Background: an optimization exercise with open tools, aiming at small area. Do not read the settings as production practice.
Function was checked by simulation only, so behaviour that the tests miss may differ from the original.
The flow treats the clock pin as an ideal source, which a real chip does not have.
No activity file was given, so power comes from the tool's default toggle rates.

Setup of run A:
Design uart_txrx, start of the top module:
module uart_txrx (
    input  wire        clk,        
    input  wire        rst,        
    input  wire [31:0] tx_data,    
    input  wire        tx_start,   
    input  wire        tx_retry,   
    output wire        txd,        
    output wire        tx_done,    
    input  wire        rxd,        
    output wire [31:0] rx_data,    
    output wire        rx_done,    
    output wire        rx_error    
);
    UART_Tx u_tx (
        .TransmittedSerialData(txd),
        .DoneTx(tx_done),
        .DataIn(tx_data),
        .CLK_Baudin(clk),
        .RstTx(rst),
        .NewData(tx_start),
        .Flag_in(tx_retry)
    );
    UART_Rx u_rx (
        .DataOut(rx_data),
        .DoneRx(rx_done),
        .SerialInputData(rxd),
        .CLK_Baudin(clk),
        .RstRx(rst),
        .Flag_Rx(rx_error),
        .DoneTx(tx_done)
    );
endmodule
==> flow/config.mk <==
export PLATFORM = sky130hd
export DESIGN_NAME = uart_txrx
export DESIGN_NICKNAME = uart_txrx
export VERILOG_FILES = /design/flow/design.v
export SDC_FILE = /design/flow/constraint.sdc
export NUM_CORES = 4
export LEC_CHECK = 0
export CAP_MARGIN = 20
export CORE_MARGIN = 2
export CORE_UTILIZATION = 75
export PLACE_DENSITY = 0.85
export SLEW_MARGIN = 20
==> flow/constraint.sdc <==
create_clock -name core_clock -period 5.0 [get_ports {clk}]
set_input_delay 1.0000 -clock core_clock [delete_from_list [all_inputs] [get_ports {clk}]]
set_output_delay 1.0000 -clock core_clock [all_outputs]
set_load 0.01 [all_outputs]
standard.sh (not shown) runs the stock make flow with config.mk's settings and CLKGATE_MAP_FILE= SYNTH_SCRIPT=/design/flow/synth_recipe.tcl, a recipe that flattens the netlist after the stock synthesis.
==> flow/flow/run.sh <==
#!/bin/bash
# The standard ORFS layout (the standard.sh, standard synthesis included),
# with smaller port buffers, a clock tree without dummy loads, and power
# (size) recovery after global routing. Each ORFS step logs to orfs/logs/;
# make's own output goes to flow_make.log.
set -euo pipefail
bash standard.sh \
  "BUFFER_PORTS_ARGS=-buffer_cell sky130_fd_sc_hd__buf_1" \
  "CTS_ARGS=-sink_clustering_enable -repair_clock_nets -dont_use_dummy_load -buf_list sky130_fd_sc_hd__clkbuf_8" \
  RECOVER_POWER=100 \
  finish > flow_make.log 2>&1
Run A: complete, dirty (capacitance limit, slew limit)
--- input diff run A..run B ---
--- a/flow/config.mk
+++ b/flow/config.mk
@@ -10,2 +10,2 @@
-export CORE_UTILIZATION = 75
-export PLACE_DENSITY = 0.85
+export CORE_UTILIZATION = 40
+export PLACE_DENSITY = 0.6
Notes after the runs:
Power: run B draws less than run A. Going from run A to run B, the chip height was found to have gone up by 23 um. [flow] run B | stages: complete | final checks: fail | reason: capacitance limit, slew limit. Run B improves on run A in hold slack. Any difference in clock power between run A and run B is small enough to ignore.
Here is what was changed in the inputs of run C compared with run B.
--- a/flow/flow/run.sh
+++ b/flow/flow/run.sh
@@ -3,3 +3,3 @@
-# with smaller port buffers, a clock tree without dummy loads, and power
-# (size) recovery after global routing. Each ORFS step logs to orfs/logs/;
-# make's own output goes to flow_make.log.
+# with smaller port buffers, cells sized down after placement, and a clock
+# tree without dummy loads. Each ORFS step logs to orfs/logs/; make's own
+# output goes to flow_make.log.
@@ -8,0 +9 @@
+  "POST_RESIZE_TCL=$PWD/flow/post_resize.tcl" \
@@ -10 +10,0 @@
-  RECOVER_POWER=100 \
==> flow/flow/post_resize.tcl (new file) <==
# After the standard placement resize: size cells down where timing allows
# (power recovery), then repair any slew or capacitance the downsizing broke.
log_cmd repair_timing -recover_power 100 -verbose
log_cmd repair_design -verbose
--- a/flow/config.mk
+++ b/flow/config.mk
@@ -10,2 +10,2 @@
-export CORE_UTILIZATION = 40
-export PLACE_DENSITY = 0.6
+export CORE_UTILIZATION = 70
+export PLACE_DENSITY = 0.8
Diff run B -> run C | share of the final layout cell area in multi-input gates | increase of 0.57 points. Count of final max-slew check failures: run C < run B. Lower critical path depth goes to run C over run B. The detailed-routed wire length on met3 in run C is 1.17 times that in run B. Among run B and run C, a clean, completed layout was produced by run C alone. Run B completed end to end; final checks failed (capacitance limit, slew limit). Relative contribution of sequential cells to total power was lower in the run labelled run C. Run B has lower final cell utilization of the core than run C. NOTE: final worst slack in run C falls short of that of run B. Against run B, fmax in run C came out worse. Worst-case vdd ir drop of run C exceeds that of run B by more than half. Changes observed in run C relative to run B: met2 demand-to-capacity share in global routing higher; internal power summed over all cells roughly the same.

---

== JK ==
Another version of the RTL of uart_txrx (not shown whole).
Size: about 200 cells after synthesis, roughly 73 I/O pins.
==> flow/config.mk <==
export PLATFORM = sky130hd
export DESIGN_NAME = uart_txrx
export DESIGN_NICKNAME = uart_txrx
export VERILOG_FILES = /design/flow/design.v
export SDC_FILE = /design/flow/constraint.sdc
export NUM_CORES = 4
export LEC_CHECK = 0
export CAP_MARGIN = 20
export CORE_MARGIN = 2
export CORE_UTILIZATION = 85
export PLACE_DENSITY = 0.92
export SLEW_MARGIN = 20
==> flow/constraint.sdc <==
create_clock -name core_clock -period 5.0 [get_ports {clk}]
set_input_delay 1.0000 -clock core_clock [delete_from_list [all_inputs] [get_ports {clk}]]
set_output_delay 1.0000 -clock core_clock [all_outputs]
set_load 0.01 [all_outputs]
==> flow/flow/run.sh <==
#!/bin/bash
# The standard ORFS layout (the standard.sh, standard synthesis included),
# with the capture muxes swapped for a22o cells and the rest of the logic
# remapped for area by OpenROAD's restructure (flow/pre_floorplan.tcl,
# flow/post_floorplan.tcl),
# smaller port buffers, cells sized down after placement, and a small
# hand-built two-level clock tree (flow/pre_cts.tcl). Each ORFS step logs to
# orfs/logs/; make's own output goes to flow_make.log.
set -euo pipefail
python3 flow/filt_lib.py "$FLOW_HOME/platforms/sky130hd/lib/sky130_fd_sc_hd__tt_025C_1v80.lib" \
  "$PWD/rmp.lib" > filt_lib.log 2>&1
bash standard.sh \
  "RMP_LIB=$PWD/rmp.lib" \
  "BUFFER_PORTS_ARGS=-buffer_cell sky130_fd_sc_hd__buf_1" \
  "POST_RESIZE_TCL=$PWD/flow/post_resize.tcl" \
  "PRE_FLOORPLAN_TCL=$PWD/flow/pre_floorplan.tcl" \
  "POST_FLOORPLAN_TCL=$PWD/flow/post_floorplan.tcl" \
  "PRE_CTS_TCL=$PWD/flow/pre_cts.tcl" \
  "CTS_ARGS=-clk_nets clk -sink_clustering_enable -dont_use_dummy_load -buf_list sky130_fd_sc_hd__clkbuf_8" \
  finish > flow_make.log 2>&1
==> flow/flow/pre_cts.tcl <==
source [file join [file dirname [info script]] mtree.tcl]
build_clock_tree {
  {7 clkbuf_4 clkbuf_1}
  {7 clkbuf_4 clkbuf_2}
  {4 clkbuf_8 clkbuf_2}
  {8 clkbuf_4 clkbuf_1}
  {8 clkbuf_4 clkbuf_2}
  {9 clkbuf_4 clkbuf_2}
  {5 clkbuf_8 clkbuf_2}
  {10 clkbuf_4 clkbuf_2}
  {6 clkbuf_8 clkbuf_2}
  {11 clkbuf_4 clkbuf_2}
  {7 clkbuf_8 clkbuf_2}
} 0.115
Other scripts of this flow, unchanged in this note and not shown: flow/flow/filt_lib.py, flow/flow/mtree.tcl, flow/flow/post_floorplan.tcl, flow/flow/post_resize.tcl, flow/flow/pre_floorplan.tcl
Edits applied to the flow inputs when going from JK to MS:
- CORE_UTILIZATION: 85 -> 70
- PLACE_DENSITY: 0.92 -> 0.8
diff --git a/flow/flow/pre_cts.tcl b/flow/flow/pre_cts.tcl
--- a/flow/flow/pre_cts.tcl
+++ b/flow/flow/pre_cts.tcl
@@ -2,6 +2,3 @@
 build_clock_tree {
-  {7 clkbuf_4 clkbuf_1}
-  {7 clkbuf_4 clkbuf_2}
   {4 clkbuf_8 clkbuf_2}
-  {8 clkbuf_4 clkbuf_1}
   {8 clkbuf_4 clkbuf_2}
## What came out
- MS vs. JK: area growth from synthesis to layout now larger, fraction of the core area covered by cells at the end of the flow shrank by 15 points, part of the power in registers picked up an extra 0.3 points, final period demand of the worst path went down.
- MS vs JK — global-route usage dropped 9.9 points.
- JK -> MS: post-detailed-route via-to-cell ratio decreased by more than 10%
- Summary — die area, MS relative to JK: higher, by 20%.
- Result: PASS for each of JK and MS
- From JK to MS the numbers moved as follows: power drawn by the sequential cells roughly the same, wire length of the first global-routing pass decreased 15%, sequential portion of the cell area went down by 0.62 points.
- Re buffer and inverter count on the worst path: no difference whatsoever between JK and MS.

## what the ideal ports hide
No port has a modelled driver above. Below, the same layouts with a new extraction and two added sets of constraints. Step 1 (the two cells are an assumption about what drives the block):
set clk [get_ports {clk}]
set_driving_cell -lib_cell sky130_fd_sc_hd__clkbuf_16 $clk
set_driving_cell -lib_cell sky130_fd_sc_hd__buf_2 [delete_from_list [all_inputs] $clk]
Step 2 also shifts input and output timing later by t, the mid clock arrival at the registers, as if the neighbouring blocks saw the same clock. a / b / c = ideal / step 1 / step 2; a / b = the first two.
run | shift t [ns] | setup WS [ns] | worst hold slack (ns) | worst setup path after step 2
run A | 0.360 | 2.139 / 2.110 / 1.871 | 0.316 / 0.316 / 0.316 | input to register
run B | 0.354 | 2.193 / 2.184 / 1.848 | 0.331 / 0.331 / 0.331 | input to register
run C | 0.357 | 2.104 / 2.077 / 2.314 | 0.327 / 0.327 / 0.327 | input to register
JK | 0.641 | 1.704 / 1.680 / 1.868 | 0.285 / 0.281 / 0.334 | input to register
MS | 0.474 | 2.035 / 2.012 / 2.152 | 0.337 / 0.337 / 0.337 | input to register
For run B, which loses most, drivers alone change the setup slack by -0.009 ns; drivers and shift together by -0.345 ns.
